Source: an optimization exercise on an open RTL-to-GDS flow (aim: small area). Production flows keep margins and buffers that such runs may drop.
The RTL was checked by simulation tests, not by an equivalence proof against the original design.
Power figures rest on the tool's default switching activity, not on a simulated workload.

--- flow/config.mk ---
export PLATFORM = sky130hd
export DESIGN_NAME = sphincs_randomizer_R
export DESIGN_NICKNAME = sphincs_randomizer_R
export VERILOG_FILES = /design/flow/design.v
export SDC_FILE = /design/flow/constraint.sdc
export NUM_CORES = 4
export LEC_CHECK = 0
export CAP_MARGIN = 20
export CORE_MARGIN = 2
export CORE_UTILIZATION = 45
export SETUP_SLACK_MARGIN = 0.2
export SLEW_MARGIN = 20
export SYNTH_HIERARCHICAL = 1
--- flow/constraint.sdc ---
create_clock -name core_clock -period 10.0 [get_ports {CLK}]
set_input_delay 2.0000 -clock core_clock [delete_from_list [all_inputs] [get_ports {CLK}]]
set_output_delay 2.0000 -clock core_clock [all_outputs]
set_load 0.01 [all_outputs]
--- flow/design.v ---
`timescale 1ns / 1ps
`timescale 1ns/1ps
module sphincs_randomizer_R (
  input  wire         CLK,
  input  wire         RST,
  input  wire         start,
  input  wire [127:0] sk_prf,
  input  wire [127:0] optrand,
  input  wire [263:0] msg,
  output wire [127:0] R,
  output reg          valid
);
  reg [127:0] ra;
  reg [127:0] re;
  reg [511:0] rw;
  reg [255:0] rc;
  reg [3:0] step;
  reg [6:0] cnt;
  reg       busy;
  reg       rmr;      
  wire p = cnt[0];
  function [15:0] rot16;    
    input [31:0] x;
    input integer n;
    reg [63:0] xx;
    begin
      xx = {x, x} >> n;
      rot16 = xx[15:0];
    end
  endfunction
  function [31:0] kword;
    input [5:0] t;
    begin
      case (t)
        6'd00: kword = 32'h428a2f98; 6'd01: kword = 32'h71374491;
        6'd02: kword = 32'hb5c0fbcf; 6'd03: kword = 32'he9b5dba5;
        6'd04: kword = 32'h3956c25b; 6'd05: kword = 32'h59f111f1;
        6'd06: kword = 32'h923f82a4; 6'd07: kword = 32'hab1c5ed5;
        6'd08: kword = 32'hd807aa98; 6'd09: kword = 32'h12835b01;
        6'd10: kword = 32'h243185be; 6'd11: kword = 32'h550c7dc3;
        6'd12: kword = 32'h72be5d74; 6'd13: kword = 32'h80deb1fe;
        6'd14: kword = 32'h9bdc06a7; 6'd15: kword = 32'hc19bf174;
        6'd16: kword = 32'he49b69c1; 6'd17: kword = 32'hefbe4786;
        6'd18: kword = 32'h0fc19dc6; 6'd19: kword = 32'h240ca1cc;
        6'd20: kword = 32'h2de92c6f; 6'd21: kword = 32'h4a7484aa;
        6'd22: kword = 32'h5cb0a9dc; 6'd23: kword = 32'h76f988da;
        6'd24: kword = 32'h983e5152; 6'd25: kword = 32'ha831c66d;
        6'd26: kword = 32'hb00327c8; 6'd27: kword = 32'hbf597fc7;
        6'd28: kword = 32'hc6e00bf3; 6'd29: kword = 32'hd5a79147;
        6'd30: kword = 32'h06ca6351; 6'd31: kword = 32'h14292967;
        6'd32: kword = 32'h27b70a85; 6'd33: kword = 32'h2e1b2138;
        6'd34: kword = 32'h4d2c6dfc; 6'd35: kword = 32'h53380d13;
        6'd36: kword = 32'h650a7354; 6'd37: kword = 32'h766a0abb;
        6'd38: kword = 32'h81c2c92e; 6'd39: kword = 32'h92722c85;
        6'd40: kword = 32'ha2bfe8a1; 6'd41: kword = 32'ha81a664b;
        6'd42: kword = 32'hc24b8b70; 6'd43: kword = 32'hc76c51a3;
        6'd44: kword = 32'hd192e819; 6'd45: kword = 32'hd6990624;
        6'd46: kword = 32'hf40e3585; 6'd47: kword = 32'h106aa070;
        6'd48: kword = 32'h19a4c116; 6'd49: kword = 32'h1e376c08;
        6'd50: kword = 32'h2748774c; 6'd51: kword = 32'h34b0bcb5;
        6'd52: kword = 32'h391c0cb3; 6'd53: kword = 32'h4ed8aa4a;
        6'd54: kword = 32'h5b9cca4f; 6'd55: kword = 32'h682e6ff3;
        6'd56: kword = 32'h748f82ee; 6'd57: kword = 32'h78a5636f;
        6'd58: kword = 32'h84c87814; 6'd59: kword = 32'h8cc70208;
        6'd60: kword = 32'h90befffa; 6'd61: kword = 32'ha4506ceb;
        6'd62: kword = 32'hbef9a3f7; default: kword = 32'hc67178f2;
      endcase
    end
  endfunction
  function [31:0] kwordn;
    input [5:0] t;
    begin
      case (t)
        6'd00: kwordn = 32'h71374491;
        6'd01: kwordn = 32'hb5c0fbcf;
        6'd02: kwordn = 32'he9b5dba5;
        6'd03: kwordn = 32'h3956c25b;
        6'd04: kwordn = 32'h59f111f1;
        6'd05: kwordn = 32'h923f82a4;
        6'd06: kwordn = 32'hab1c5ed5;
        6'd07: kwordn = 32'hd807aa98;
        6'd08: kwordn = 32'h12835b01;
        6'd09: kwordn = 32'h243185be;
        6'd10: kwordn = 32'h550c7dc3;
        6'd11: kwordn = 32'h72be5d74;
        6'd12: kwordn = 32'h80deb1fe;
        6'd13: kwordn = 32'h9bdc06a7;
        6'd14: kwordn = 32'hc19bf174;
        6'd15: kwordn = 32'he49b69c1;
        6'd16: kwordn = 32'hefbe4786;
        6'd17: kwordn = 32'h0fc19dc6;
        6'd18: kwordn = 32'h240ca1cc;
        6'd19: kwordn = 32'h2de92c6f;
        6'd20: kwordn = 32'h4a7484aa;
        6'd21: kwordn = 32'h5cb0a9dc;
        6'd22: kwordn = 32'h76f988da;
        6'd23: kwordn = 32'h983e5152;
        6'd24: kwordn = 32'ha831c66d;
        6'd25: kwordn = 32'hb00327c8;
        6'd26: kwordn = 32'hbf597fc7;
        6'd27: kwordn = 32'hc6e00bf3;
        6'd28: kwordn = 32'hd5a79147;
        6'd29: kwordn = 32'h06ca6351;
        6'd30: kwordn = 32'h14292967;
        6'd31: kwordn = 32'h27b70a85;
        6'd32: kwordn = 32'h2e1b2138;
        6'd33: kwordn = 32'h4d2c6dfc;
        6'd34: kwordn = 32'h53380d13;
        6'd35: kwordn = 32'h650a7354;
        6'd36: kwordn = 32'h766a0abb;
        6'd37: kwordn = 32'h81c2c92e;
        6'd38: kwordn = 32'h92722c85;
        6'd39: kwordn = 32'ha2bfe8a1;
        6'd40: kwordn = 32'ha81a664b;
        6'd41: kwordn = 32'hc24b8b70;
        6'd42: kwordn = 32'hc76c51a3;
        6'd43: kwordn = 32'hd192e819;
        6'd44: kwordn = 32'hd6990624;
        6'd45: kwordn = 32'hf40e3585;
        6'd46: kwordn = 32'h106aa070;
        6'd47: kwordn = 32'h19a4c116;
        6'd48: kwordn = 32'h1e376c08;
        6'd49: kwordn = 32'h2748774c;
        6'd50: kwordn = 32'h34b0bcb5;
        6'd51: kwordn = 32'h391c0cb3;
        6'd52: kwordn = 32'h4ed8aa4a;
        6'd53: kwordn = 32'h5b9cca4f;
        6'd54: kwordn = 32'h682e6ff3;
        6'd55: kwordn = 32'h748f82ee;
        6'd56: kwordn = 32'h78a5636f;
        6'd57: kwordn = 32'h84c87814;
        6'd58: kwordn = 32'h8cc70208;
        6'd59: kwordn = 32'h90befffa;
        6'd60: kwordn = 32'ha4506ceb;
        6'd61: kwordn = 32'hbef9a3f7;
        6'd62: kwordn = 32'hc67178f2;
        default: kwordn = 32'h00000000;
      endcase
    end
  endfunction
  function [15:0] ivdig;
    input [3:0] pos;
    reg [31:0] w;
    begin
      case (pos[3:1])
        3'd0: w = 32'h5be0cd19; 3'd1: w = 32'h1f83d9ab;
        3'd2: w = 32'h9b05688c; 3'd3: w = 32'h510e527f;
        3'd4: w = 32'ha54ff53a; 3'd5: w = 32'h3c6ef372;
        3'd6: w = 32'hbb67ae85; default: w = 32'h6a09e667;
      endcase
      ivdig = pos[0] ? w[31:16] : w[15:0];
    end
  endfunction
  function rnd;
    input [3:0] s;
    begin rnd = s[0] & (s[2:0] != 3'd7); end
  endfunction
  wire is_round = rnd(step);
  wire is_ff    = (step[1:0] == 2'd2) | (step[2:0] == 3'd7);
  wire last     = is_round ? (cnt == 7'd127) : (cnt[3:0] == 4'd15);
  wire        wrap2  = is_round ? (cnt[6:1] == 6'd63) : (cnt[3:1] == 3'd7);
  wire [3:0]  step2  = wrap2 ? step + 4'd1 : step;
  wire        busy2  = busy & ~(wrap2 & (step == 4'd15));
  wire [6:0]  cnt2   = wrap2 ? {6'd0, cnt[0]} : cnt + 7'd2;
  wire        p2     = cnt2[0];
  wire [5:0]  t2     = cnt2[6:1];
  wire        round2 = step2[0] & (step2[2:0] != 3'd7);
  wire        fi2    = (step2[1:0] == 2'd2);
  wire        fc2    = (step2[2:0] == 3'd7);
  wire [15:0] ad = ra[111:96], bd = ra[79:64], cd = ra[47:32], dd = ra[15:0];
  wire [15:0] ed = re[111:96], fd = re[79:64], gd = re[47:32], hd = re[15:0];
  wire [31:0] av = {p ? ra[95:80] : ra[127:112], ad};
  wire [31:0] ev = {p ? re[95:80] : re[127:112], ed};
  wire [15:0] S0d = rot16(av, 2) ^ rot16(av, 13) ^ rot16(av, 22);
  wire [15:0] S1d = rot16(ev, 6) ^ rot16(ev, 11) ^ rot16(ev, 25);
  wire [15:0] Chd = (ed & fd) ^ (~ed & gd);
  wire [15:0] Mjd = (ad & bd) | (ad & cd) | (bd & cd);
  wire [31:0] kw  = kwordn(cnt[6:1]);
  wire        k0  = busy & ~is_round & (cnt[3:1] == 3'd7) & (step[1:0] != 2'd3) & (step[2:0] != 3'd6);
  wire [15:0] Kx  = rmr ? (p ? kw[31:16] : kw[15:0])
                  : (k0 ? (p ? 16'h428a : 16'h2f98) : 16'd0);
  wire [15:0] Wd  = rw[495:480];
  wire [31:0] v0 = {p ? rw[31:16]   : rw[63:48],   rw[47:32]};    
  wire [31:0] v1 = {p ? rw[447:432] : rw[479:464], rw[463:448]};  
  wire [15:0] s0d = rot16(v0, 7) ^ rot16(v0, 18) ^ (v0[18:3] & (p ? 16'h1fff : 16'hffff));
  wire [15:0] s1d = rot16(v1, 17) ^ rot16(v1, 19) ^ (v1[25:10] & (p ? 16'h003f : 16'hffff));
  wire [15:0] w15 = rw[15:0];      
  wire [15:0] w6  = rw[303:288];   
  reg  [11:0] cf;    
  wire [15:0] s1 = hd ^ Chd ^ S1d;
  wire [15:0] m1 = (hd & Chd) | (hd & S1d) | (Chd & S1d);
  wire [15:0] c1 = {m1[14:0], cf[0]};
  wire [15:0] s1g = s1 & {16{rmr}};
  wire [15:0] c1g = c1 & {16{rmr}};
  wire [15:0] s3 = s1g ^ c1g ^ Wd;
  wire [15:0] m3 = (s1g & c1g) | (s1g & Wd) | (c1g & Wd);
  wire [15:0] c3 = {m3[14:0], cf[1]};
  wire [15:0] s4e = s3 ^ c3 ^ dd;
  wire [15:0] m4e = (s3 & c3) | (s3 & dd) | (c3 & dd);
  wire [15:0] c4e = {m4e[14:0], cf[3]};
  wire [15:0] s4a = s3 ^ c3 ^ S0d;
  wire [15:0] m4a = (s3 & c3) | (s3 & S0d) | (c3 & S0d);
  wire [15:0] c4a = {m4a[14:0], cf[5]};
  wire [15:0] s5a = s4a ^ c4a ^ Mjd;
  wire [15:0] m5a = (s4a & c4a) | (s4a & Mjd) | (c4a & Mjd);
  wire [15:0] c5a = {m5a[14:0], cf[6]};
  wire [15:0] s1s = s1d ^ w6 ^ s0d;
  wire [15:0] m1s = (s1d & w6) | (s1d & s0d) | (w6 & s0d);
  wire [15:0] c1s = {m1s[14:0], cf[8]};
  wire [15:0] s2s = s1s ^ c1s ^ w15;
  wire [15:0] m2s = (s1s & c1s) | (s1s & w15) | (c1s & w15);
  wire [15:0] c2s = {m2s[14:0], cf[9]};
  reg [15:0] e_new, a_new, w_new;
  reg [15:0] gk;
  reg [16:0] ce, ca, cs, ck;
  integer i;
  always @* begin
    ce[0] = cf[4]; ca[0] = cf[7]; cs[0] = cf[10]; ck[0] = cf[2];
    for (i = 0; i < 16; i = i + 1) begin
      e_new[i]  = s4e[i] ^ c4e[i] ^ ce[i];
      ce[i+1]   = (s4e[i] & c4e[i]) | (s4e[i] & ce[i]) | (c4e[i] & ce[i]);
      a_new[i]  = s5a[i] ^ c5a[i] ^ ca[i];
      ca[i+1]   = (s5a[i] & c5a[i]) | (s5a[i] & ca[i]) | (c5a[i] & ca[i]);
      w_new[i]  = s2s[i] ^ c2s[i] ^ cs[i];
      cs[i+1]   = (s2s[i] & c2s[i]) | (s2s[i] & cs[i]) | (c2s[i] & cs[i]);
      gk[i]     = re[32+i] ^ Kx[i] ^ ck[i];
      ck[i+1]   = (re[32+i] & Kx[i]) | (re[32+i] & ck[i]) | (Kx[i] & ck[i]);
    end
  end
  wire [11:0] cout = {1'b0, cs[16], m2s[15], m1s[15], ca[16], m5a[15], m4a[15],
                      ce[16], m4e[15], ck[16], m3[15], m1[15]};
  wire [511:0] key_blk = {sk_prf, 384'd0};
  wire [511:0] in1_blk = {optrand, msg, 8'h80, 48'h0, 64'h388};
  wire        kb    = ~step2[1];               
  wire        b1    = step2[1] & ~step2[3];    
  wire        b3    = step2[1] &  step2[3];    
  wire        msgph = busy2 & round2 & (t2[5:4] == 2'd0);
  wire [4:0]  j2    = {~t2[3:0], p2};          
  reg  [31:0] dj;
  integer k;
  always @* begin
    for (k = 0; k < 32; k = k + 1)
      dj[k] = msgph & (j2 == k);
  end
  localparam NSRC = 8 + 25 + 4 + 1 + 1;
  reg  [NSRC-1:0]    msel;
  wire [16*NSRC-1:0] mdat;
  genvar g;
  generate
    for (g = 0; g < 8; g = g + 1) begin : g_key
      assign mdat[16*g +: 16] = key_blk[16*(g+24) +: 16];
    end
    for (g = 0; g < 25; g = g + 1) begin : g_in1
      assign mdat[16*(g+8) +: 16] = in1_blk[16*(g+7) +: 16] & (g == 0 ? 16'hff00 : 16'hffff);
    end
  endgenerate
  assign mdat[16*33 +: 16] = rc[15:0];
  assign mdat[16*34 +: 16] = rc[207:192];
  assign mdat[16*35 +: 16] = rc[143:128];
  assign mdat[16*36 +: 16] = rc[79:64];
  assign mdat[16*37 +: 16] = rc[175:160];
  assign mdat[16*38 +: 16] = w_new;
  always @* begin
    for (k = 0; k < 8; k = k + 1)  msel[k]     = dj[k+24] & kb;
    for (k = 0; k < 25; k = k + 1) msel[k+8]   = dj[k+7] & b1;
    for (k = 0; k < 4; k = k + 1)  msel[k+33]  = msgph & b3 & ~t2[3] & (t2[1:0] == k);
    msel[37] = busy2 & fc2;
    msel[38] = busy2 & round2 & (t2[5:4] != 2'd0);
  end
  wire [15:0] acc;
  sel_andor #(.N(NSRC)) u_msg (.sel(msel), .dat(mdat), .y(acc));
  wire        xf_now = ~is_round & ~is_ff;
  wire [15:0] ivd    = ivdig(xf_now ? cnt[3:0] : cnt2[3:0] + 4'd8);
  reg [15:0] cst;
  always @* begin
    cst = 16'd0;
    if (msgph & kb)
      cst = step2[3] ? 16'h5c5c : 16'h3636;
    else if (msgph & b1 & (j2 == 5'd7))
      cst = 16'h0080;
    else if (msgph & b1 & (j2 == 5'd0))
      cst = 16'h0388;
    else if (msgph & b3 & (t2[3:0] == 4'd8) & p2)
      cst = 16'h8000;
    else if (msgph & b3 & (t2[3:0] == 4'd15) & ~p2)
      cst = 16'h0300;
    else if (busy2 & fi2)
      cst = ivd;
  end
  wire        wsel = busy2 & round2 & (t2[5:4] != 2'd0);
  wire [15:0] w_in = acc ^ cst;
  wire [15:0] a_in = is_round ? a_new : (is_ff ? hd : ivd);
  wire [15:0] e_in = e_new;
  wire [15:0] c_in = (!is_round && !is_ff) ? hd : rc[15:0];
  always @(posedge CLK) begin
    ra <= {a_in, ra[127:16]};
    re <= {e_in, re[127:48], gk, re[31:16]};
    rw <= {w_in, rw[511:16]};
    rc <= {c_in, rc[255:16]};
    cf <= p ? 12'd0 : cout;
  end
  always @(posedge CLK or negedge RST) begin
    if (!RST) begin
      step  <= 4'd0;
      cnt   <= 7'd0;
      busy  <= 1'b0;
      valid <= 1'b0;
      rmr   <= 1'b0;
    end else begin
      valid <= 1'b0;
      if (busy) begin
        if (last) begin
          cnt  <= 7'd0;
          step <= step + 4'd1;
          rmr  <= rnd(step + 4'd1);
          if (step == 4'd15) begin
            busy  <= 1'b0;
            valid <= 1'b1;
          end
        end else
          cnt <= cnt + 7'd1;
      end else begin
        cnt <= cnt + 7'd1;
        if (start) begin
          busy <= 1'b1;
          step <= 4'd0;
          cnt  <= 7'd0;
        end
      end
    end
  end
  assign R = ra;
endmodule
module sel_andor #(parameter N = 2) (
  input  wire [N-1:0]    sel,
  input  wire [16*N-1:0] dat,
  output reg  [15:0]     y
);
  integer i;
  always @* begin
    y = 16'd0;
    for (i = 0; i < N; i = i + 1)
      y = y | ({16{sel[i]}} & dat[16*i +: 16]);
  end
endmodule
--- flow/flow/run.sh ---
#!/bin/bash
# Own layout flow: the standard ORFS flow (standard.sh) with two changes
# that only affect how the layout is built:
#  - the port buffers that buffer_ports inserts on every input and output are
#    the smallest buffer cell (sky130_fd_sc_hd__buf_1) instead of the default
#    clkdlybuf4s50_1;
#  - clock tree synthesis uses clkbuf_4 with small sink clusters and
#    no dummy loads.
# Each tool's full output lands in the ORFS log folder; the make output is
# kept in standard.log.
export BUFFER_PORTS_ARGS="-buffer_cell sky130_fd_sc_hd__buf_1"
export CTS_ARGS="-sink_clustering_enable -repair_clock_nets -dont_use_dummy_load -sink_clustering_size 10 -sink_clustering_max_diameter 40 -buf_list {sky130_fd_sc_hd__clkbuf_4}"
bash standard.sh > standard.log 2>&1
--- flow/standard.sh ---
#!/bin/bash
# synth_recipe.tcl (not shown) runs the flow's synth.tcl, then flattens the netlist and writes it again
# the make line also repeats each setting of config.mk as NAME=value (left out here)
make -C /OpenROAD-flow-scripts/flow DESIGN_CONFIG=/design/flow/config.mk WORK_HOME=/design/flow/orfs CLKGATE_MAP_FILE= SYNTH_SCRIPT=/design/flow/synth_recipe.tcl "${@:-finish}"
==> results of run 1 <==
## synthesized netlist by cell type, types with 7 or more instances
cell type / count
sky130_fd_sc_hd__dfxtp_1: 1035
sky130_fd_sc_hd__a22oi_1: 199
sky130_fd_sc_hd__fa_1: 176
sky130_fd_sc_hd__nor2_1: 153
sky130_fd_sc_hd__nand2_1: 127
sky130_fd_sc_hd__clkbuf_1: 126
sky130_fd_sc_hd__xnor2_1: 122
sky130_fd_sc_hd__o21ai_0: 105
sky130_fd_sc_hd__a21oi_1: 96
sky130_fd_sc_hd__inv_1: 96
sky130_fd_sc_hd__xor2_1: 70
sky130_fd_sc_hd__nand4_1: 63
sky130_fd_sc_hd__nor3_1: 52
sky130_fd_sc_hd__a221oi_1: 48
sky130_fd_sc_hd__mux2i_1: 47
sky130_fd_sc_hd__a22o_1: 46
sky130_fd_sc_hd__buf_2: 36
sky130_fd_sc_hd__nand3_1: 33
sky130_fd_sc_hd__a211oi_1: 27
sky130_fd_sc_hd__ha_1: 25
sky130_fd_sc_hd__nand2b_1: 25
sky130_fd_sc_hd__a31oi_1: 21
sky130_fd_sc_hd__buf_1: 19
sky130_fd_sc_hd__nor2b_1: 17
sky130_fd_sc_hd__a222oi_1: 16
sky130_fd_sc_hd__or4_1: 16
sky130_fd_sc_hd__maj3_1: 15
sky130_fd_sc_hd__dfrtp_1: 14
sky130_fd_sc_hd__o211ai_1: 14
sky130_fd_sc_hd__a21o_1: 12
sky130_fd_sc_hd__o31ai_1: 11
sky130_fd_sc_hd__nor4_1: 10
sky130_fd_sc_hd__o21a_1: 10
sky130_fd_sc_hd__mux4_2: 9
sky130_fd_sc_hd__o311ai_0: 9
sky130_fd_sc_hd__and2_1: 8
sky130_fd_sc_hd__a211o_1: 7
sky130_fd_sc_hd__a311oi_1: 7
sky130_fd_sc_hd__o221ai_1: 7
sky130_fd_sc_hd__o22ai_1: 7
## flip-flops by register name, indices dropped and copies added (netlist names), 4 cells and up
register / cells
re: 128
cf: 11
ra: 128
cnt: 7
rw: 512
step: 4
rc: 256
## stage by stage
step | setup slack [ns] | total power (uW) | hold WS, ns | instances | cell area (um2)
after global placement | 0.155 | 18200 | 0.310 | 4644 | 40100
after detailed placement | 0.0925 | 18400 | 0.312 | 4644 | 40100
after global routing | 0.174 | 22000 | 0.247 | 4800 | 41300
after floorplan | 0.202 | 14000 | 0.310 | 3030 | 36300
after CTS | 0.189 | 20300 | 0.239 | 4784 | 41200
final | 0.416 | 20400 | 0.228 | 4808 | 41300
## where the power goes
group	total [uW]	switching (uW)	internal, uW
Sequential	7100	1120	5970
Combinational	11400	6770	4640
Clock	1930	1290	635
Total	20400	9180	11300
## repair_timing
action / CTS / global route
pin swaps: 3 / 18
setup buffers: 2 / 1
gates resized for setup: 1 / 13
setup endpoints to repair: 1 / 6
## metal layers
layer / routed length (um) / GRT usage [%]
met4: 9930 / 20.7
met2: 72500 / 59.9
met1: 65600 / 51.2
met5: 118 / 0
met3: 15500 / 9.53
## area by class of cell
cell class / instances / share of cell area [%]
Inverter: 97 / 0.882
Antenna cell: 23 / 0.139
Timing Repair Buffer: 758 / 7.90
Clock buffer: 138 / 2.51
Tap cell: 1050 / 3.18
Sequential cell: 1049 / 51.1
Multi-Input combinational cell: 1693 / 34.3
## cell usage in the layout (no fill, tap or decap), types with 16 or more instances in the layout
master / instances
sky130_fd_sc_hd__a211oi_1: 27
sky130_fd_sc_hd__a21oi_1: 96
sky130_fd_sc_hd__a221oi_1: 48
sky130_fd_sc_hd__a222oi_1: 16
sky130_fd_sc_hd__a22o_1: 46
sky130_fd_sc_hd__a22oi_1: 198
sky130_fd_sc_hd__a31oi_1: 21
sky130_fd_sc_hd__buf_1: 651
sky130_fd_sc_hd__buf_4: 106
sky130_fd_sc_hd__clkbuf_4: 138
sky130_fd_sc_hd__dfxtp_1: 1034
sky130_fd_sc_hd__diode_2: 23
sky130_fd_sc_hd__fa_1: 137
sky130_fd_sc_hd__fa_2: 39
sky130_fd_sc_hd__ha_1: 25
sky130_fd_sc_hd__inv_1: 95
sky130_fd_sc_hd__mux2i_1: 46
sky130_fd_sc_hd__nand2_1: 127
sky130_fd_sc_hd__nand2b_1: 25
sky130_fd_sc_hd__nand3_1: 33
sky130_fd_sc_hd__nand4_1: 63
sky130_fd_sc_hd__nor2_1: 147
sky130_fd_sc_hd__nor2b_1: 17
sky130_fd_sc_hd__nor3_1: 33
sky130_fd_sc_hd__nor3_2: 19
sky130_fd_sc_hd__o21ai_0: 105
sky130_fd_sc_hd__xnor2_1: 121
sky130_fd_sc_hd__xor2_1: 70
## logic make-up after synthesis
| group | count (synthesis) | synth area share [%] |
|---|---|---|
| AO/OA/AOI/OAI | 682 | 13.5 |
| XOR/XNOR | 192 | 4.65 |
| adder cells (fa/ha/maj) | 216 | 11.0 |
| buffers and inverters | 288 | 3.32 |
| flip-flops | 1049 | 58.3 |
| multiplexers | 57 | 1.90 |
| other | 1 | 0.0104 |
| AND/OR/NAND/NOR | 538 | 7.27 |
## worst max path at each step
stage / end / slack (ns) / cells past startpoint / start
final: rw[511] / 0.42 / 26 / cnt[0]
after global routing: cf[4] / 0.17 / 28 / cnt[0]
after floorplan: rw[511] / 0.20 / 30 / cnt[0]
after detailed placement: rw[511] / 0.09 / 26 / cnt[0]
after CTS: cf[4] / 0.19 / 28 / cnt[0]
after global placement: rw[511] / 0.15 / 26 / cnt[0]
==> notes.md, run 1 <==
- The flow ran to the end and the layout has no timing, DRC or antenna violations.
- The netlist uses 84 different library cells.
- In this run, the number of DRC markers left after iteration 0 of detailed routing was 3,206.
- The class of the most critical setup path is register to register.
- The number of clock buffers added by TritonCTS is 138.
- The share of async-settable or async-resettable flops after synthesis is 1.33%.
- The slowest stage of the critical path belongs to the cell sky130_fd_sc_hd__or4_4.
- Synthesis inferred 1,049 register bits.
- The maximum cell stage delay along the critical path is 0.57 ns.
- The total number of clock tree sinks is 1,049.
- The element type at the critical path end is a register.
- The sequential area share after synthesis is 58.3%.
- The clock root buffer is sky130_fd_sc_hd__clkbuf_4.
- Across the run, the number of max-cap violations was 0.
- The number of antenna violations at the first check in global routing is 34.
- The highest ir drop seen on vdd is 0.550 mV.
- Routability-driven placement finished with a final weighted congestion of 1.04.
- The insertion delay of the later-clocked pin in the worst-skew pair is 1.04 ns.
- A synthesized cell averages 12.0 um2.
- The number of global-route vias before repair came to 27,524.
- In the final layout, flip-flops and latches occupy 0.0211 mm2.
- The start point of the worst min-delay path is rw[511].
- The final global-route overflow total is 0.
- The setup TNS is 0 ns.
- The die covers 0.0826 mm2.
- The startpoint type of the worst setup path is a register.
- The number of max-slew violations in the final report is 0.
- In this design, the largest share of critical-path delay is due to adder cells.
- The setup skew after layout is 0.122 ns.
- The post-cts hold buffer count is 0.
- The final standard cell utilization of the core is 52.1%.
- The via-per-instance ratio is 5.86.
- The worst-case register-to-register setup slack is 0.42 ns.
- The hold violation count in the final report came to 0.
- 652 I/O pins were placed.
- TritonCTS built the clock tree.
- The initialized floorplan defines 103 standard-cell rows.
- The depth of the CTS H-tree is 4.
- Global routing used 39.1% of the available tracks across all layers.
- The arrival time at the worst endpoint is 10.40 ns.
- The leakage power is 0.0163 uW.
- The number of enable-type register cells in the synthesized netlist is 0.
- Dividing the detail-routed wire length by the instance count gives 34.0 um.
- The half-perimeter wire length of the detailed placement result is 130,000 um.
- The worst hold path belongs to the class register to register.
- The height of the die is 287 um.
- The detailed-routing iteration count for the pre-antenna-repair pass is 6.
- The first global-routing pass estimated 220,000 um of wire.
- The remaining antenna violation count is 0.
- STA puts the critical path data required time at 10.82 ns.
- The start of the worst register-to-register path is cnt[0].
- For this block, the routed nets add up to 164,000 um of wire.
- Counting instances, the worst hold path has a depth of 0.
- During placement, the flow inserted port buffers numbering 651.
- By instance count, the cell type seen most on the critical path is sky130_fd_sc_hd__fa_2.
- The endpoint identified for the worst register-to-register timing path is rw[511].
- The proportion of netlist area held by the largest area contributor is 57.3%.
- The transition at the pin with the smallest max-transition slack is 1.18 ns.
- Entering global routing, the biggest net connects 77 pins.
- The routed layout has 28,166 vias.
- The floorplan step set the die width to 287 um.
- By area the synthesized netlist is led by sky130_fd_sc_hd__dfxtp_1 57%, sky130_fd_sc_hd__fa_1 9.8%, sky130_fd_sc_hd__a22oi_1 4.1%, sky130_fd_sc_hd__xnor2_1 3.0%, sky130_fd_sc_hd__xor2_1 1.7%.
- In the final layout, the share of cells above drive strength 1 is 9.64%.
- The count of final setup violators is 0.
- The path depth of the worst reg2reg path is 26.
- Yosys printed 8 warnings.
- The endpoint with the worst hold slack is rw[495].
- The worst-case clock buffer depth is 3.
- The final net count is 4,461.
- Counting both buffers and inverters, the worst setup path holds a total of 1.
- The layout-stage area growth over the synthesis result is 14.3%.
- The maximum net fanout on the critical path is 5.
- The cell accounting for the most synthesized area is sky130_fd_sc_hd__dfxtp_1.
- The starting density of the core is 45.6%.
- In the final layout, the multi-input gates occupy 0.0142 mm2.
- Setup repair after global routing could not meet its margin everywhere.
- The cell count after synthesis came out at 3,023.
- For the finished layout, the period the worst path requires is 9.58 ns.
- After detailed routing, the number of remaining DRC violations is 0.
- The clock-pin slew on the worst setup and hold paths is 0.11 ns.
- The count of fill cells added during filler insertion is 7,215.
- The ratio of total power to cell area is 495 mW/mm2.
- The achievable clock frequency is 104 MHz.
- The dominant synthesized flop cell is sky130_fd_sc_hd__dfxtp_1.
- The area of the core region is 0.0793 mm2.
- The tightest slew margin relative to the limit is 20.7%.
- The period utilization is 95.8%.
- The cell area that synthesis handed to floorplanning was 0.0361 mm2.
==> run 2, diff against run 1 <==
--- a/flow/flow/run.sh
+++ b/flow/flow/run.sh
@@ -9,5 +9,5 @@
 # Each tool's full output lands in the ORFS log folder; the make output is
 # kept in standard.log.
 export BUFFER_PORTS_ARGS="-buffer_cell sky130_fd_sc_hd__buf_1"
-export CTS_ARGS="-sink_clustering_enable -repair_clock_nets -dont_use_dummy_load -sink_clustering_size 10 -sink_clustering_max_diameter 40 -buf_list {sky130_fd_sc_hd__clkbuf_4}"
+export CTS_ARGS="-sink_clustering_enable -repair_clock_nets -dont_use_dummy_load -sink_clustering_size 9 -sink_clustering_max_diameter 40 -buf_list {sky130_fd_sc_hd__clkbuf_4}"
 bash standard.sh > standard.log 2>&1
--- a/flow/config.mk
+++ b/flow/config.mk
@@ -7,7 +7,7 @@
 export LEC_CHECK = 0
 export CAP_MARGIN = 20
 export CORE_MARGIN = 2
-export CORE_UTILIZATION = 45
+export CORE_UTILIZATION = 50
 export SETUP_SLACK_MARGIN = 0.2
 export SLEW_MARGIN = 20
 export SYNTH_HIERARCHICAL = 1
==> notes.md, run 2 <==
- The run finished with no timing, DRC or antenna violations.
- The last element of the critical path is ra[127].
- The commonest cells after synthesis are 1,035 x sky130_fd_sc_hd__dfxtp_1, 199 x sky130_fd_sc_hd__a22oi_1, 176 x sky130_fd_sc_hd__fa_1, 153 x sky130_fd_sc_hd__nor2_1, 127 x sky130_fd_sc_hd__nand2_1.
- The startpoint type of the worst setup path is a register.
- The number of antenna violations at the first check in global routing was 36 (+5.9%).
- The count of unique library cells instantiated by Yosys is 84 (unchanged).
- The worst setup path is captured at a register.
- The number of cells produced by synthesis came to 3,023 (unchanged).
- The mean post-synth cell area is 12.0 um2 (unchanged).
- The hold violation count in the final report is 0 (unchanged).
- The height of the die came to 273 um (-5.1%).
- Leaving out fill and tap cells, the most frequent cell in the layout is sky130_fd_sc_hd__dfxtp_1.
- The starting density of the core is 50.5% (+5.0 points).
- The power spent charging and discharging nets is 9430 uW (+2.6%).
- The proportion of netlist area held by the largest area contributor is 57.3% (unchanged).
- The combinational power share is 56.2% (+0.4 points).
- The clock-pin slew on the worst setup and hold paths is 0.10 ns (about the same).
- The sequential power share is 34.4% (-0.3 points).
- The maximum cell stage delay along the critical path came to 0.53 ns (-0.04 ns).
- The count of fill cells added during filler insertion is 5,984 (-17%).
- The layout-stage area growth over the synthesis result is 14.1%.
- The share of final-layout standard cells stronger than drive strength 1 is 9.72% (+0.080 points).
- The setup skew after layout is 0.190 ns (+0.0682 ns).
- The clock root buffer is sky130_fd_sc_hd__clkbuf_4.
- The number of max-slew violations in the final report is 0 (unchanged).
- The number of flip-flops and latches in the synthesized netlist is 1,049 (unchanged).
- The number of CTS-inserted buffers came to 143 (+3.6%).
- The ratio of total power to cell area came to 505 mW/mm2 (+2.0%).
- The number of placement rows is 98 (-4.9%).
- The highest ir drop seen on vdd was 0.672 mV (+22%).
- The count of synthesis-stage warnings from yosys is 8 (unchanged).
- Setup repair after global routing could not meet its margin everywhere.
- The cell that appears most often on the critical path is sky130_fd_sc_hd__fa_2.
- The required time of the worst setup path is 10.83 ns (about the same).
- The dominant synthesized flop cell is sky130_fd_sc_hd__dfxtp_1.
- The endpoint identified for the worst register-to-register timing path is ra[127].
- The insertion delay of the later-clocked pin in the worst-skew pair is 1.06 ns (+0.02 ns).
- The final global-route overflow total is 0 (unchanged).
- The internal power was 11,400 uW (+1.1%).
- The simple-gate area share of the yosys netlist came to 7.27% (unchanged).
- The multiplexer area fraction after synthesis is 1.90% (unchanged).
- Ranked by total cell area, the synthesized netlist is headed by sky130_fd_sc_hd__dfxtp_1 57%, sky130_fd_sc_hd__fa_1 9.8%, sky130_fd_sc_hd__a22oi_1 4.1%, sky130_fd_sc_hd__xnor2_1 3.0%, sky130_fd_sc_hd__xor2_1 1.7%.
- The path depth of the worst reg2reg path is 27 (+3.8%).
- The worst-case clock buffer depth is 3 (unchanged).
- The worst register-to-register path begins at cnt[0].
- The total number of clock tree sinks is 1,049 (unchanged).
- The count of final setup violators is 0 (unchanged).
- The count of max-cap constraint violations is 0 (unchanged).
- The clock period minus worst slack came to 9.60 ns (+0.0179 ns).
- The horizontal die dimension is 273 um (-5.1%).
- rw holds more flip-flops than any other register.
- The post-synthesis share of cell area spent on full adders, half adders and majority gates came to 11.0% (unchanged).
- The path length in cells of the critical path came to 27 (+3.8%).
- The post-detailed-route wirelength per cell came to 35.5 um (+4.4%).
- The final net count was 4,461 (unchanged).
- The via count was 29,303 (+4.0%).
- The period utilization is 96.0% (+0.18 points).
- The DRC marker count from the first detailed-route iteration was 3,880 (+21%).
- The largest total area in the synthesized netlist belongs to sky130_fd_sc_hd__dfxtp_1.
- The maximum net fanout on the critical path came to 2 (-3).
- The total wire length after detailed routing came to 167,000 um (+2.2%).
- The transition at the pin with the smallest max-transition slack is 1.23 ns (+0.0456 ns).
- The achievable clock frequency is 104 MHz (-0.19%).
- The largest registers in the layout are rw: 512 flops, rc: 256 flops.
- The total buffers and inverters traversed by the critical path is 2 (+1).
- The post-synthesis instance area is 0.0361 mm2 (unchanged).
- The detailed-routing iteration count for the pre-antenna-repair pass is 6 (unchanged).
- The via-per-instance ratio is 6.22 (+6.2%).
- The setup TNS is 0 ns (unchanged).
- The total of buffers placed on input and output ports was 651 (unchanged).
- The critical path's top delay family is adder cells.
- The critical path starts at cnt[0].
- The area fraction in compound gates after synthesis was 13.5% (unchanged).
- The routability congestion estimate from global placement was 1.14 (+9.3%).
- The global routing usage summed across all routing layers is 44.3% (+5.2 points).
- The area of the core region is 0.0715 mm2 (-9.8%).
- The number of enable-type register cells in the synthesized netlist is 0 (unchanged).
- The most frequent cell after synthesis is sky130_fd_sc_hd__dfxtp_1.
- The number of global-route vias before repair is 28,952 (+5.2%).
- The path class of the tightest hold or removal check is register to register.
- The worst setup path is of the register to register kind.
- The global-route wire length before repair is 226,000 um (+2.4%).
- The share of async-settable or async-resettable flops after synthesis came to 1.33% (unchanged).
- The area of the die is 0.0744 mm2 (-9.9%).
- The remaining antenna violation count came to 0 (unchanged).
- The leakage power is 0.0163 uW (+0.13%).
- The worst-case register-to-register setup slack is 0.40 ns (-0.02 ns).
- The worst-case hold slack is 0.237 ns (+0.00945 ns).
- The TritonCTS clock tree is done.
- The arrival time at the worst endpoint is 10.44 ns (+0.04 ns).
- The net switching fraction of the power is 45.3% (+0.38 points).
- The depth of the CTS H-tree is 4 (unchanged).
- The largest net degree at the start of global routing is 75 (-2.6%).
- The largest family of logic cells by synthesized area is compound AO/OA/AOI/OAI gates.
- The parity-gate share of the synthesized area counting xor and xnor cells came to 4.65% (unchanged).
- The tightest slew margin relative to the limit is 18.1% (-2.6 points).
- The final routed DRC violation total is 0 (unchanged).
- The half-perimeter wire length of the detailed placement result is 132,000 um (+1.8%).
- The clock network power share is 9.4% (about the same).
- In the layout the commonest cells are 1,035 x sky130_fd_sc_hd__dfxtp_1, 650 x sky130_fd_sc_hd__buf_1, 199 x sky130_fd_sc_hd__a22oi_1, 145 x sky130_fd_sc_hd__nor2_1, 143 x sky130_fd_sc_hd__clkbuf_4.
- The sequential area share after synthesis came to 58.3% (unchanged).
- The slowest cell on the critical path is sky130_fd_sc_hd__dfrtp_4.
- The top-level I/O count is 652 (unchanged).
- The total power is 20,800 uW (+1.8%).
- The flip-flop count of the largest register after layout came to 512 (unchanged).
==> run 2: kinds of logic (layout without fill, tap and decap cells) <==
logic type               Yosys count  after routing
flip-flops                      1049           1049
AO/OA/AOI/OAI                    682            682
adder cells (fa/ha/maj)          216            216
AND/OR/NAND/NOR                  538            538
other                              1             32
multiplexers                      57             57
buffers and inverters            288            993
XOR/XNOR                         192            192
==> run 2: how the worst min path moves through the flow <==
stage	from	end	slack (ns)	depth (start not counted)
floorplan	rc[16]	rc[0]	0.31	0
global placement	rw[231]	rw[215]	0.31	0
detailed placement	rc[151]	rc[135]	0.31	0
CTS	rw[160]	rw[144]	0.24	0
global route	rw[213]	rw[197]	0.27	0
finish	rw[160]	rw[144]	0.24	0
==> run 2: layout make-up <==
class / instances / area (um2) / area share, %
Timing Repair Buffer: 753 / 3250 / 7.88
Sequential cell: 1049 / 21100 / 51.2
Antenna cell: 24 / 60.1 / 0.146
Multi-Input combinational cell: 1693 / 14200 / 34.4
Inverter: 97 / 364 / 0.884
Tap cell: 950 / 1190 / 2.88
Clock buffer: 143 / 1070 / 2.61
==> run 2: metrics by stage <==
stage / cell area, um2 / setup slack, ns / std cells / util, %
global placement: 40000 / 0.129 / 4540 / 55.9
detailed placement: 40000 / -0.0561 / 4540 / 55.9
floorplan: 36300 / 0.202 / 3030 / -
finish: 41200 / 0.398 / 4709 / 57.6
global route: 41200 / 0.185 / 4697 / 57.6
CTS: 41100 / 0.218 / 4684 / 57.5
==> run 2: timing repair <==
action | 4_1_cts | 5_1_grt
hold buffers | 0 | 0
gates cloned | 0 | 0
gates resized for setup | 7 | 10
setup buffers | 1 | 0
pin swaps | 4 | 11
endpoints found under the setup margin | 4 | 5
==> run 2: per-layer routing <==
metal  vias up  wire, um  track usage (%)
met1     14597     63600             55.6
li1      12035         -                -
met2      2169     74400             67.3
met3       480     18700             14.1
met4        22     10400             25.5
met5         -       159                0
==> run 2: power by group through the flow <==
stage | registers, uW | clock network [uW] | logic [uW]
floorplan | 6750 | 0 | 7270
global placement | 7110 | 0 | 11000
detailed placement | 7190 | 0 | 11400
CTS | 7110 | 1960 | 11500
global route | 7260 | 2120 | 12700
finish | 7160 | 1950 | 11700
==> run 3, diff against run 2 <==
--- a/flow/config.mk
+++ b/flow/config.mk
@@ -7,7 +7,7 @@
 export LEC_CHECK = 0
 export CAP_MARGIN = 20
 export CORE_MARGIN = 2
-export CORE_UTILIZATION = 50
+export CORE_UTILIZATION = 45
 export SETUP_SLACK_MARGIN = 0.2
 export SLEW_MARGIN = 20
 export SYNTH_HIERARCHICAL = 1
==> notes.md, run 3 <==
- The required time of the worst setup path is 10.83 ns (about the same).
- The share of async-settable or async-resettable flops after synthesis is 1.33% (unchanged).
- The layout-stage area growth over the synthesis result is 14.4%.
- The routability congestion estimate from global placement is 1.04 (-8.5%).
- The worst-case clock buffer depth came to 3 (unchanged).
- The total of buffers placed on input and output ports is 651 (unchanged).
- The count of final setup violators is 0 (unchanged).
- The number of global-route vias before repair was 27,566 (-4.8%).
- The startpoint type of the worst setup path is a register.
- The final net count is 4,467 (+0.13%).
- The number of placement rows was 103 (+5.1%).
- The proportion of netlist area held by the largest area contributor was 57.3% (unchanged).
- Sorting the synthesized cells by area gives the leading types as sky130_fd_sc_hd__dfxtp_1 57%, sky130_fd_sc_hd__fa_1 9.8%, sky130_fd_sc_hd__a22oi_1 4.1%, sky130_fd_sc_hd__xnor2_1 3.0%, sky130_fd_sc_hd__xor2_1 1.7%.
- The post-detailed-route wirelength per cell is 33.9 um (-4.6%).
- The transition at the pin with the smallest max-transition slack is 1.16 ns (-0.0709 ns).
- The insertion delay of the later-clocked pin in the worst-skew pair is 1.05 ns (about the same).
- The remaining antenna violation count came to 0 (unchanged).
- The arrival time at the worst endpoint is 10.34 ns (-0.10 ns).
- The area of the die came to 0.0826 mm2 (+11%).
- The highest ir drop seen on vdd came to 0.545 mV (-19%).
- The DRC marker count from the first detailed-route iteration is 3,360 (-13%).
- More flip-flops sit in one register than any other, and that register is rw.
- The sequential area share after synthesis was 58.3% (unchanged).
- The maximum net fanout on the critical path was 3 (+1).
- The mean post-synth cell area was 12.0 um2 (unchanged).
- The global-route wire length before repair is 221,000 um (-2.3%).
- The half-perimeter wire length of the detailed placement result is 130,000 um (-1.7%).
- The setup skew after layout is 0.117 ns (-0.0733 ns).
- The setup TNS was 0 ns (unchanged).
- Yosys instantiated no cell more often than sky130_fd_sc_hd__dfxtp_1.
- The achievable clock frequency came to 105 MHz (+0.94%).
- The number of CTS-inserted buffers is 145 (+1.4%).
- The number of max-slew violations in the final report came to 0 (unchanged).
- The count of fill cells added during filler insertion came to 7,204 (+20%).
- The final routed DRC violation total is 0 (unchanged).
- The post-cts hold buffer count is 0 (unchanged).
- The cell accounting for the most synthesized area is sky130_fd_sc_hd__dfxtp_1.
- The largest net degree at the start of global routing is 77 (+2.7%).
- The run finished with no timing, DRC or antenna violations.
- The share of final-layout standard cells stronger than drive strength 1 was 9.76% (+0.038 points).
- The count of unique library cells instantiated by Yosys is 84 (unchanged).
- The number of cells produced by synthesis is 3,023 (unchanged).
- In the layout the commonest cells are 1,035 x sky130_fd_sc_hd__dfxtp_1, 651 x sky130_fd_sc_hd__buf_1, 198 x sky130_fd_sc_hd__a22oi_1, 147 x sky130_fd_sc_hd__nor2_1, 145 x sky130_fd_sc_hd__clkbuf_4.
- The top-level I/O count is 652 (unchanged).
- The period utilization is 95.1% (-0.89 points).
- STA classifies the critical path endpoint as a register.
- The via-per-instance ratio was 5.82 (-6.5%).
- The area of the core region is 0.0793 mm2 (+11%).
- The largest registers in the layout are rw: 512 flops, rc: 256 flops.
- The leakage power is 0.0163 uW (about the same).
- The detailed-routing iteration count for the pre-antenna-repair pass is 5 (-1).
- The horizontal die dimension came to 287 um (+5.3%).
- The starting density of the core is 45.6% (-5.0 points).
- The class of the most critical setup path is register to register.
- The via count is 28,015 (-4.4%).
- The clock period minus worst slack was 9.51 ns (-0.0892 ns).
- The tightest slew margin relative to the limit is 22.4% (+4.3 points).
- The ratio of total power to cell area is 494 mW/mm2 (-2.1%).
- The clock root buffer is sky130_fd_sc_hd__clkbuf_4.
- The number of antenna violations at the first check in global routing is 36 (unchanged).
- The hold violation count in the final report is 0 (unchanged).
- The commonest non-fill, non-tap cell in the layout is sky130_fd_sc_hd__dfxtp_1.
- In the synthesized netlist, the cells that appear most often are 1,035 x sky130_fd_sc_hd__dfxtp_1, 199 x sky130_fd_sc_hd__a22oi_1, 176 x sky130_fd_sc_hd__fa_1, 153 x sky130_fd_sc_hd__nor2_1, 127 x sky130_fd_sc_hd__nand2_1.
- TritonCTS built the clock tree.
- The count of synthesis-stage warnings from yosys is 8 (unchanged).
- The post-synthesis instance area came to 0.0361 mm2 (unchanged).
- The total wire length after detailed routing was 163,000 um (-2.5%).
- The worst min-delay path category is register to register.
- Setup repair after global routing could not meet its margin everywhere.
- The global routing usage summed across all routing layers was 39.1% (-5.1 points).
- The depth of the CTS H-tree was 4 (unchanged).
- The count of max-cap constraint violations is 0 (unchanged).
- The number of enable-type register cells in the synthesized netlist came to 0 (unchanged).
- The flip-flop count of the largest register after layout is 512 (unchanged).
- The dominant synthesized flop cell is sky130_fd_sc_hd__dfxtp_1.
- The total power is 20,400 uW (-1.8%).
- The height of the die was 287 um (+5.3%).
- The clock-pin slew on the worst setup and hold paths is 0.10 ns (about the same).
- The number of flip-flops and latches in the synthesized netlist is 1,049 (unchanged).
- The final global-route overflow total is 0 (unchanged).
- The total number of clock tree sinks is 1,049 (unchanged).
==> run 3: area by class of cell <==
| class | count | area (um2) | share of cell area (%) |
|---|---|---|---|
| sequential | 1049 | 21100 | 51.0 |
| timing repair buffer | 757 | 3240 | 7.84 |
| inverter | 97 | 364 | 0.881 |
| multi-input combinational | 1693 | 14200 | 34.3 |
| antenna | 25 | 62.6 | 0.151 |
| clock buffer | 145 | 1090 | 2.63 |
| tap | 1050 | 1310 | 3.18 |
==> run 3: metal layers <==
layer	vias to the layer above	share of wire [%]	routed length, um	GRT usage [%]
met3	370	8.8	14400	9.37
li1	12034	-	-	-
met4	10	5.4	8800	20.7
met5	-	0.045	73	0
met2	1695	45	73400	60.0
met1	13906	41	66500	51.3
==> run 3: metrics by stage <==
stage | hold slack, ns | cells | worst slack, ns | cell area [um2] | utilization (%)
2_1_floorplan | 0.310 | 3030 | 0.202 | 36300 | -
3_3_place_gp | 0.310 | 4644 | 0.155 | 40100 | 50.6
3_5_place_dp | 0.312 | 4644 | 0.0925 | 40100 | 50.6
4_1_cts | 0.226 | 4790 | 0.170 | 41200 | 52.0
5_1_grt | 0.231 | 4812 | 0.143 | 41300 | 52.1
6_report | 0.226 | 4816 | 0.488 | 41300 | 52.1
==> run 3: kinds of logic (layout without fill, tap and decap cells) <==
kind of cell	after synthesis	count (layout)	share of synthesized area, %
AND/OR/NAND/NOR	538	538	7.27
AO/OA/AOI/OAI	682	682	13.5
buffers and inverters	288	999	3.32
flip-flops	1049	1049	58.3
other	1	33	0.0104
XOR/XNOR	192	192	4.65
multiplexers	57	57	1.90
adder cells (fa/ha/maj)	216	216	11.0
==> run 3: timing repair <==
| action | 4_1_cts | 5_1_grt |
|---|---|---|
| cloned | 0 | 0 |
| pin swaps | 2 | 14 |
| gates resized for setup | 1 | 12 |
| endpoints found under the hold margin | 0 | 0 |
| endpoints found under the setup margin | 1 | 6 |
| buffers inserted | 1 | 1 |
==> run 3: critical path, stage by stage (launching register included) <==
cell	delay (ns)
sky130_fd_sc_hd__dfxtp_1	0.35
sky130_fd_sc_hd__xor2_1	0.16
sky130_fd_sc_hd__nand2_1	0.07
sky130_fd_sc_hd__o21ai_0	0.09
sky130_fd_sc_hd__xnor2_1	0.28
sky130_fd_sc_hd__fa_1	0.48
sky130_fd_sc_hd__fa_1	0.49
sky130_fd_sc_hd__inv_1	0.05
sky130_fd_sc_hd__fa_1	0.40
sky130_fd_sc_hd__fa_2	0.40
sky130_fd_sc_hd__fa_2	0.36
sky130_fd_sc_hd__fa_2	0.41
sky130_fd_sc_hd__fa_2	0.41
sky130_fd_sc_hd__fa_2	0.41
sky130_fd_sc_hd__fa_2	0.38
sky130_fd_sc_hd__fa_2	0.41
sky130_fd_sc_hd__fa_2	0.41
sky130_fd_sc_hd__fa_2	0.41
sky130_fd_sc_hd__fa_2	0.41
sky130_fd_sc_hd__fa_2	0.41
sky130_fd_sc_hd__fa_2	0.39
sky130_fd_sc_hd__fa_2	0.38
sky130_fd_sc_hd__fa_2	0.40
sky130_fd_sc_hd__fa_2	0.47
sky130_fd_sc_hd__a22oi_2	0.13
sky130_fd_sc_hd__nand4_1	0.12
sky130_fd_sc_hd__or4_4	0.56
sky130_fd_sc_hd__xnor2_1	0.13
==> run 3: power breakdown <==
part,leakage [uW],total [uW],switching [uW],internal [uW]
clock network,0.000667,1970,1300,667
logic,0.00682,11400,6750,4620
registers,0.00879,7090,1120,5970
total,0.0163,20400,9170,11300
==> run 3: worst paths after layout <==
kind / from / endpoint / slack, ns / depth (start not counted)
hold / removal: rw[511] / rw[495] / 0.23 / 0
setup reg to reg: rw[435] / rw[511] / 0.49 / 27
hold reg to reg: rw[511] / rw[495] / 0.23 / 0
setup / recovery: rw[435] / rw[511] / 0.49 / 27
min in group asynchronous: RST / rmr / 0.97 / 2
max in group asynchronous: RST / cnt[0] / 8.74 / 2
==> run 4, diff against run 3 <==
--- a/flow/design.v
+++ b/flow/design.v
@@ -160,7 +160,6 @@
   wire last     = is_round ? (cnt == 7'd127) : (cnt[3:0] == 4'd15);
   wire        wrap2  = is_round ? (cnt[6:1] == 6'd63) : (cnt[3:1] == 3'd7);
   wire [3:0]  step2  = wrap2 ? step + 4'd1 : step;
-  wire        busy2  = busy & ~(wrap2 & (step == 4'd15));
   wire [6:0]  cnt2   = wrap2 ? {6'd0, cnt[0]} : cnt + 7'd2;
   wire        p2     = cnt2[0];
   wire [5:0]  t2     = cnt2[6:1];
@@ -234,7 +233,7 @@
   wire        kb    = ~step2[1];               
   wire        b1    = step2[1] & ~step2[3];    
   wire        b3    = step2[1] &  step2[3];    
-  wire        msgph = busy2 & round2 & (t2[5:4] == 2'd0);
+  wire        msgph = round2 & (t2[5:4] == 2'd0);
   wire [4:0]  j2    = {~t2[3:0], p2};          
   reg  [31:0] dj;
   integer k;
@@ -264,8 +263,8 @@
     for (k = 0; k < 8; k = k + 1)  msel[k]     = dj[k+24] & kb;
     for (k = 0; k < 25; k = k + 1) msel[k+8]   = dj[k+7] & b1;
     for (k = 0; k < 4; k = k + 1)  msel[k+33]  = msgph & b3 & ~t2[3] & (t2[1:0] == k);
-    msel[37] = busy2 & fc2;
-    msel[38] = busy2 & round2 & (t2[5:4] != 2'd0);
+    msel[37] = fc2;
+    msel[38] = round2 & (t2[5:4] != 2'd0);
   end
   wire [15:0] acc;
   sel_andor #(.N(NSRC)) u_msg (.sel(msel), .dat(mdat), .y(acc));
@@ -284,10 +283,9 @@
       cst = 16'h8000;
     else if (msgph & b3 & (t2[3:0] == 4'd15) & ~p2)
       cst = 16'h0300;
-    else if (busy2 & fi2)
+    else if (fi2)
       cst = ivd;
   end
-  wire        wsel = busy2 & round2 & (t2[5:4] != 2'd0);
   wire [15:0] w_in = acc ^ cst;
   wire [15:0] a_in = is_round ? a_new : (is_ff ? hd : ivd);
   wire [15:0] e_in = e_new;
--- a/flow/config.mk
+++ b/flow/config.mk
@@ -8,6 +8,6 @@
 export CAP_MARGIN = 20
 export CORE_MARGIN = 2
 export CORE_UTILIZATION = 45
-export SETUP_SLACK_MARGIN = 0.2
+export SETUP_SLACK_MARGIN = 0.1
 export SLEW_MARGIN = 20
 export SYNTH_HIERARCHICAL = 1
==> notes.md, run 4 <==
- The area of the core region was 0.0791 mm2 (-0.16%).
- The setup skew after layout is 0.185 ns (+0.0681 ns).
- Setup repair after global routing could not meet its margin everywhere.
- The insertion delay of the later-clocked pin in the worst-skew pair was 1.04 ns (about the same).
- The total buffers and inverters traversed by the critical path came to 2 (+1).
- The achievable clock frequency was 104 MHz (-1.5%).
- The routability congestion estimate from global placement came to 1.12 (+7.3%).
- The via-per-instance ratio is 5.95 (+2.3%).
- The class of the most critical setup path is register to register.
- The maximum cell stage delay along the critical path came to 0.56 ns (about the same).
- The endpoint with the worst hold slack is rw[222].
- Grouping stages by cell kind, the critical path spends the most delay in adder cells.
- The count of synthesis-stage warnings from yosys is 8 (unchanged).
- The worst-case clock buffer depth is 3 (unchanged).
- The worst-case hold slack is 0.256 ns (+0.0299 ns).
- In this run the clock root is driven by a sky130_fd_sc_hd__clkbuf_4.
- After synthesis, the largest family of logic cells by area is compound AO/OA/AOI/OAI gates.
- The flow ran to the end and the layout has no timing, DRC or antenna violations.
- The proportion of netlist area held by the largest area contributor is 57.5% (+0.12 points).
- The start point of the worst min-delay path is rw[238].
- The cell accounting for the most synthesized area is sky130_fd_sc_hd__dfxtp_1.
- The combinational power share was 2.5% (-53 points).
- The via count is 28,451 (+1.6%).
- The power spent charging and discharging nets is 1410 uW (-85%).
- The hold violation count in the final report is 0 (unchanged).
- For this run, the leading register cell type out of synthesis is sky130_fd_sc_hd__dfxtp_1.
- The parity-gate share of the synthesized area counting xor and xnor cells is 4.59% (-0.063 points).
- The area fraction in compound gates after synthesis is 13.2% (-0.25 points).
- The final routed DRC violation total is 0 (unchanged).
- The final standard cell utilization of the core was 52.1% (about the same).
- The count of max-cap constraint violations came to 0 (unchanged).
- The net switching fraction of the power was 22.4% (-23 points).
- The sequential area share after synthesis is 58.4% (+0.12 points).
- The share of final-layout standard cells stronger than drive strength 1 is 10.3% (+0.57 points).
- The horizontal die dimension is 287 um (-0.10%).
- The mean post-synth cell area came to 12.1 um2 (+1.2%).
- The sequential power share is 66.0% (+31 points).
- The top-level I/O count is 652 (unchanged).
- The post-detailed-route wirelength per cell is 35.8 um (+5.6%).
- The count of unique library cells instantiated by Yosys came to 90 (+7.1%).
- The cell that appears most often on the critical path is sky130_fd_sc_hd__fa_2.
- The required time of the worst setup path is 10.87 ns (+0.04 ns).
- The post-synthesis instance area was 0.0361 mm2 (-0.21%).
- The number of placement rows came to 103 (unchanged).
- The total power came to 6320 uW (-69%).
- The clock period minus worst slack came to 9.65 ns (+0.141 ns).
- The number of max-slew violations in the final report is 0 (unchanged).
- The maximum net fanout on the critical path was 8 (+5).
- The count of final setup violators is 0 (unchanged).
- The tightest slew margin relative to the limit is 22.1% (-0.30 points).
- The arrival time at the worst endpoint was 10.52 ns (+0.18 ns).
- The end of the worst register-to-register path is ra[127].
- The element type at the critical path end is a register.
- The TritonCTS clock tree is done.
- The transition at the pin with the smallest max-transition slack was 1.17 ns (+0.0108 ns).
- The total of buffers placed on input and output ports was 651 (unchanged).
- By area the synthesized netlist is led by sky130_fd_sc_hd__dfxtp_1 57%, sky130_fd_sc_hd__fa_1 9.8%, sky130_fd_sc_hd__a22oi_1 4.1%, sky130_fd_sc_hd__xnor2_1 3.1%, sky130_fd_sc_hd__nor2_1 1.6%.
- The starting density of the core came to 45.6% (about the same).
- The height of the die is 287 um (-0.10%).
- The layout-stage area growth over the synthesis result came to 14.3% (about the same).
- The global routing usage summed across all routing layers is 41.0% (+1.8 points).
- The cell count of the worst hold path came to 0 (unchanged).
- The remaining antenna violation count is 0 (unchanged).
- The final net count is 4,438 (-0.65%).
- The highest ir drop seen on vdd is 0.105 mV (-81%).
- The global-route wire length before repair is 227,000 um (+3.1%).
- The library cells used most frequently in the layout, excluding fill and tap cells, are 1,035 x sky130_fd_sc_hd__dfxtp_1, 650 x sky130_fd_sc_hd__buf_1, 194 x sky130_fd_sc_hd__a22oi_1, 150 x sky130_fd_sc_hd__clkbuf_4, 140 x sky130_fd_sc_hd__fa_1.
- The simple-gate area share of the yosys netlist is 7.33% (+0.064 points).
- The flip-flop count of the largest register after layout is 512 (unchanged).
- The path depth of the worst reg2reg path is 27 (unchanged).
- The largest net degree at the start of global routing is 85 (+10%).
- The total number of clock tree sinks is 1,049 (unchanged).
- The number of enable-type register cells in the synthesized netlist is 0 (unchanged).
- The clock network power share is 31.4% (+22 points).
- The period utilization is 96.5% (+1.4 points).
- The register ranked first by flip-flop count is rw.
- The number of global-route vias before repair is 27,527 (-0.14%).
- The worst min-delay path category is register to register.
- The leakage power is 0.0161 uW (-0.88%).
- Leaving out fill and tap cells, the most frequent cell in the layout is sky130_fd_sc_hd__dfxtp_1.
- The largest registers in the layout are rw: 512 flops, rc: 256 flops.
- The slowest cell on the critical path is sky130_fd_sc_hd__dfrtp_4.
- The detailed-routing iteration count for the pre-antenna-repair pass is 8 (+3).
- The start of the worst register-to-register path is cnt[0].
- The share of async-settable or async-resettable flops after synthesis is 1.33% (unchanged).
- The depth of the CTS H-tree is 4 (unchanged).
- The worst-case register-to-register setup slack is 0.35 ns (-0.14 ns).
- The number of cells produced by synthesis is 2,982 (-1.4%).
- The number of flip-flops and latches in the synthesized netlist is 1,049 (unchanged).
- The total wire length after detailed routing is 171,000 um (+4.8%).
- The area of the die is 0.0824 mm2 (-0.21%).
- The multiplexer area fraction after synthesis is 2.03% (+0.13 points).
- The post-synthesis share of cell area spent on full adders, half adders and majority gates was 11.1% (+0.093 points).
- The half-perimeter wire length of the detailed placement result is 135,000 um (+4.1%).
- The DRC marker count from the first detailed-route iteration is 3,315 (-1.3%).
- The most frequent cell after synthesis is sky130_fd_sc_hd__dfxtp_1.
- The number of antenna violations at the first check in global routing was 47 (+31%).
- The startpoint type of the worst setup path is a register.
- The number of CTS-inserted buffers came to 150 (+3.4%).
- The internal power is 4910 uW (-56%).
- After synthesis, the most frequently instantiated cells are 1,035 x sky130_fd_sc_hd__dfxtp_1, 195 x sky130_fd_sc_hd__a22oi_1, 176 x sky130_fd_sc_hd__fa_1, 157 x sky130_fd_sc_hd__nor2_1, 126 x sky130_fd_sc_hd__xnor2_1.
- The clock-pin slew on the worst setup and hold paths is 0.09 ns (about the same).
- The final global-route overflow total is 0 (unchanged).
- The total setup buffers inserted after CTS was 0 (-1).
- The ratio of total power to cell area is 153 mW/mm2 (-69%).
## run 4: cell types whose count changed after synthesis, sizes merged, moves of 7 or more
cell,change
clkbuf,-35
nand2,-24
buf,+18
mux2,+17
nor2b,+10
nand3,+9
nor3,-9
o21a,-7
xor2,-7
## run 4: worst register-to-register path, stage by stage (launching register included)
cell                      delay (ns)
sky130_fd_sc_hd__dfrtp_4        0.56
sky130_fd_sc_hd__mux2i_4        0.22
sky130_fd_sc_hd__xnor2_2        0.15
sky130_fd_sc_hd__fa_1           0.52
sky130_fd_sc_hd__nor2_2         0.05
sky130_fd_sc_hd__fa_1           0.47
sky130_fd_sc_hd__inv_1          0.07
sky130_fd_sc_hd__fa_1           0.48
sky130_fd_sc_hd__inv_1          0.05
sky130_fd_sc_hd__fa_1           0.46
sky130_fd_sc_hd__fa_2           0.37
sky130_fd_sc_hd__fa_2           0.40
sky130_fd_sc_hd__fa_2           0.41
sky130_fd_sc_hd__fa_2           0.41
sky130_fd_sc_hd__fa_2           0.40
sky130_fd_sc_hd__fa_2           0.40
sky130_fd_sc_hd__fa_2           0.40
sky130_fd_sc_hd__fa_2           0.39
sky130_fd_sc_hd__fa_2           0.40
sky130_fd_sc_hd__fa_2           0.42
sky130_fd_sc_hd__fa_2           0.41
sky130_fd_sc_hd__fa_2           0.40
sky130_fd_sc_hd__fa_2           0.36
sky130_fd_sc_hd__fa_2           0.40
sky130_fd_sc_hd__fa_2           0.36
sky130_fd_sc_hd__fa_1           0.47
sky130_fd_sc_hd__nand2_1        0.06
sky130_fd_sc_hd__o21ai_0        0.07
## run 4: worst max-delay path by stage
stage	startpoint	end	slack [ns]	cells after the start
3_3_place_gp	cnt[0]	rw[511]	0.11	25
6_report	cnt[0]	ra[127]	0.35	27
5_1_grt	cnt[0]	rw[511]	0.06	26
4_1_cts	cnt[0]	rw[511]	0.10	25
2_1_floorplan	cnt[0]	ra[127]	0.09	30
3_5_place_dp	cnt[0]	rw[511]	-0.006	25
## run 4: cell families after synthesis
| family | Yosys count |
|---|---|
| XOR/XNOR | 189 |
| AO/OA/AOI/OAI | 657 |
| flip-flops | 1049 |
| adder cells (fa/ha/maj) | 218 |
| buffers and inverters | 271 |
| other | 1 |
| AND/OR/NAND/NOR | 531 |
| multiplexers | 66 |
## run 4: layout make-up
type	instances	area, um2
Antenna cell	21	52.6
Clock buffer	150	1130
Fill cell	7268	37900
Inverter	97	364
Multi-Input combinational cell	1669	14100
Sequential cell	1049	21100
Tap cell	1050	1310
Timing Repair Buffer	745	3180
## run 4: through the flow
stage                     setup slack [ns]  cell area [um2]  std cells  setup TNS [ns]
after floorplan                     0.0931            36200       2989               0
after global placement               0.113            40000       4609               0
after detailed placement          -0.00632            40000       4609        -0.00632
after CTS                            0.104            41100       4759               0
after global routing                0.0551            41200       4770               0
final                                0.347            41200       4781               0
## run 4: per-layer routing
layer	part of all wire (%)	up-vias	GRT usage [%]
met5	0.063	-	0
met4	6.0	16	21.3
met3	11	486	12.2
met2	43	1971	60.8
met1	40	14057	54.1
li1	-	11921	-
## run 4: power groups by stage
stage,clock [uW],sequential (uW),combinational [uW]
after floorplan,0,4270,1.50
after global placement,0,4270,148
after detailed placement,0,4270,145
after CTS,2030,4170,146
after global routing,2200,4180,158
final,1990,4170,160
## run 4: timing repair
action / 4_1_cts / 5_1_grt
endpoints found under the setup margin: 1 / 5
gates resized for setup: 3 / 12
pin swaps: 1 / 6
hold buffers: 0 / 0
==> run 5, diff against run 4 <==
--- a/flow/config.mk
+++ b/flow/config.mk
@@ -8,6 +8,5 @@
 export CAP_MARGIN = 20
 export CORE_MARGIN = 2
 export CORE_UTILIZATION = 45
-export SETUP_SLACK_MARGIN = 0.1
 export SLEW_MARGIN = 20
 export SYNTH_HIERARCHICAL = 1
==> notes.md, run 5 <==
- The total number of clock tree sinks is 1,049 (unchanged).
- The final global-route overflow total is 0 (unchanged).
- The horizontal die dimension came to 287 um (unchanged).
- The most repeated library cell on the critical path is sky130_fd_sc_hd__fa_2.
- The count of unique library cells instantiated by Yosys is 90 (unchanged).
- In the synthesized netlist, the cells that appear most often are 1,035 x sky130_fd_sc_hd__dfxtp_1, 195 x sky130_fd_sc_hd__a22oi_1, 176 x sky130_fd_sc_hd__fa_1, 157 x sky130_fd_sc_hd__nor2_1, 126 x sky130_fd_sc_hd__xnor2_1.
- The maximum cell stage delay along the critical path was 0.51 ns (-0.05 ns).
- The run finished with no timing, DRC or antenna violations.
- The worst-case clock buffer depth is 3 (unchanged).
- The mean post-synth cell area is 12.1 um2 (unchanged).
- The count of final setup violators was 0 (unchanged).
- The starting density of the core is 45.6% (unchanged).
- The clock-pin slew on the worst setup and hold paths is 0.10 ns (about the same).
- The count of synthesis-stage warnings from yosys is 8 (unchanged).
- The top-level I/O count was 652 (unchanged).
- By startpoint and endpoint, the worst setup path is classified as register to register.
- The number of CTS-inserted buffers is 145 (-3.3%).
- By instance count, the leading cell after synthesis is sky130_fd_sc_hd__dfxtp_1.
- The transition at the pin with the smallest max-transition slack is 1.06 ns (-0.104 ns).
- The share of final-layout standard cells stronger than drive strength 1 is 10.4% (+0.098 points).
- The final standard cell utilization of the core came to 52.2% (+0.070 points).
- The via-per-instance ratio is 5.96 (+0.23%).
- The clock root buffer is sky130_fd_sc_hd__clkbuf_4.
- The ratio of total power to cell area came to 152 mW/mm2 (-0.62%).
- The maximum net fanout on the critical path came to 5 (-3).
- The remaining antenna violation count is 0 (unchanged).
- The total power is 6290 uW (-0.49%).
- The startpoint type of the worst setup path is a register.
- The height of the die is 287 um (unchanged).
- The number of flip-flops and latches in the synthesized netlist was 1,049 (unchanged).
- The detailed-routing iteration count for the pre-antenna-repair pass came to 10 (+2).
- The highest ir drop seen on vdd came to 0.105 mV (-0.12%).
- The share of async-settable or async-resettable flops after synthesis is 1.33% (unchanged).
- The tightest slew margin relative to the limit is 28.7% (+6.6 points).
## run 5: cell types whose count changed in the layout (fill, tap and decap cells not counted), moves of 2 or more
cell,before,now
sky130_fd_sc_hd__buf_4,92,111
sky130_fd_sc_hd__clkbuf_4,150,145
sky130_fd_sc_hd__diode_2,21,31
sky130_fd_sc_hd__fa_1,140,145
sky130_fd_sc_hd__fa_2,36,31
sky130_fd_sc_hd__nor2_2,26,28
sky130_fd_sc_hd__nor2_4,4,1
## run 5: final timing paths
kind | startpoint | cells past startpoint | slack [ns] | to
max | cnt[0] | 28 | 0.22 | ra[127]
min | rc[151] | 0 | 0.22 | rc[135]
max reg2reg | cnt[0] | 28 | 0.22 | ra[127]
min reg2reg | rc[151] | 0 | 0.22 | rc[135]
max in group asynchronous | RST | 2 | 8.70 | cnt[0]
min in group asynchronous | RST | 2 | 1.03 | cnt[3]
## run 5: through the flow
stage,hold WS (ns),setup TNS [ns],std cells,setup WS (ns)
floorplan,0.310,-0.0170,2989,-0.0170
global placement,0.309,0,4628,0.0267
detailed placement,0.312,-0.102,4628,-0.0690
CTS,0.224,0,4773,0.0495
global route,0.228,0,4795,0.00585
finish,0.220,0,4804,0.220
## run 5: layout make-up
type / instances / area (um2)
Tap cell: 1050 / 1310
Antenna cell: 31 / 77.6
Sequential cell: 1049 / 21100
Multi-Input combinational cell: 1669 / 14100
Timing Repair Buffer: 763 / 3300
Inverter: 97 / 364
Clock buffer: 145 / 1090
Fill cell: 7186 / 37800
## run 5: power by group
part	internal, uW	total [uW]	leakage, uW	switching [uW]
registers	4170	4170	0.00872	0
logic	46.2	158	0.00680	112
clock network	666	1960	0.000667	1290
total	4890	6290	0.0162	1400
## run 5: logic make-up (layout without fill, tap and decap cells)
kind of cell | Yosys count | in the layout | synth area share (%)
other | 1 | 39 | 0.0104
and+or+nand+nor | 531 | 531 | 7.33
DFF | 1049 | 1049 | 58.4
xor gates and xnor gates | 189 | 189 | 4.59
muxes | 66 | 66 | 2.03
buffers and inverters | 271 | 1005 | 3.23
AOI/OAI and AO/OA | 657 | 657 | 13.2
adders and majority gates | 218 | 218 | 11.1
## run 5: worst max-delay path, delay by kind of cell (launching register included)
family / cells / cell delay [ns]
compound gates: 1 / 0.07
xor+xnor: 1 / 0.12
fa+ha+maj: 20 / 8.41
buf+inv: 3 / 0.27
flops: 1 / 0.51
mux: 1 / 0.21
simple gates: 2 / 0.11
## run 5: what timing repair did
action / CTS / global route
endpoints found under the setup margin: 1 / 5
gates resized for setup: 0 / 13
hold buffers: 0 / 0
pin swaps: 1 / 9
## run 5: per-layer routing
metal	track usage (%)	share of wire, %	vias to the layer above
li1	-	-	11967
met1	54.0	41	14272
met2	60.7	43	1951
met3	12.2	11	449
met4	19.8	5.4	14
met5	0	0.067	-

Re-timed with assumed drivers on the ports (clkbuf_16 on the clock, buf_2 on other inputs), run 5 has 0.220 ns of setup slack against 0.220 ns with ideal ports, and 0.220 ns once port delays also move by the mid clock arrival of 1.048 ns.
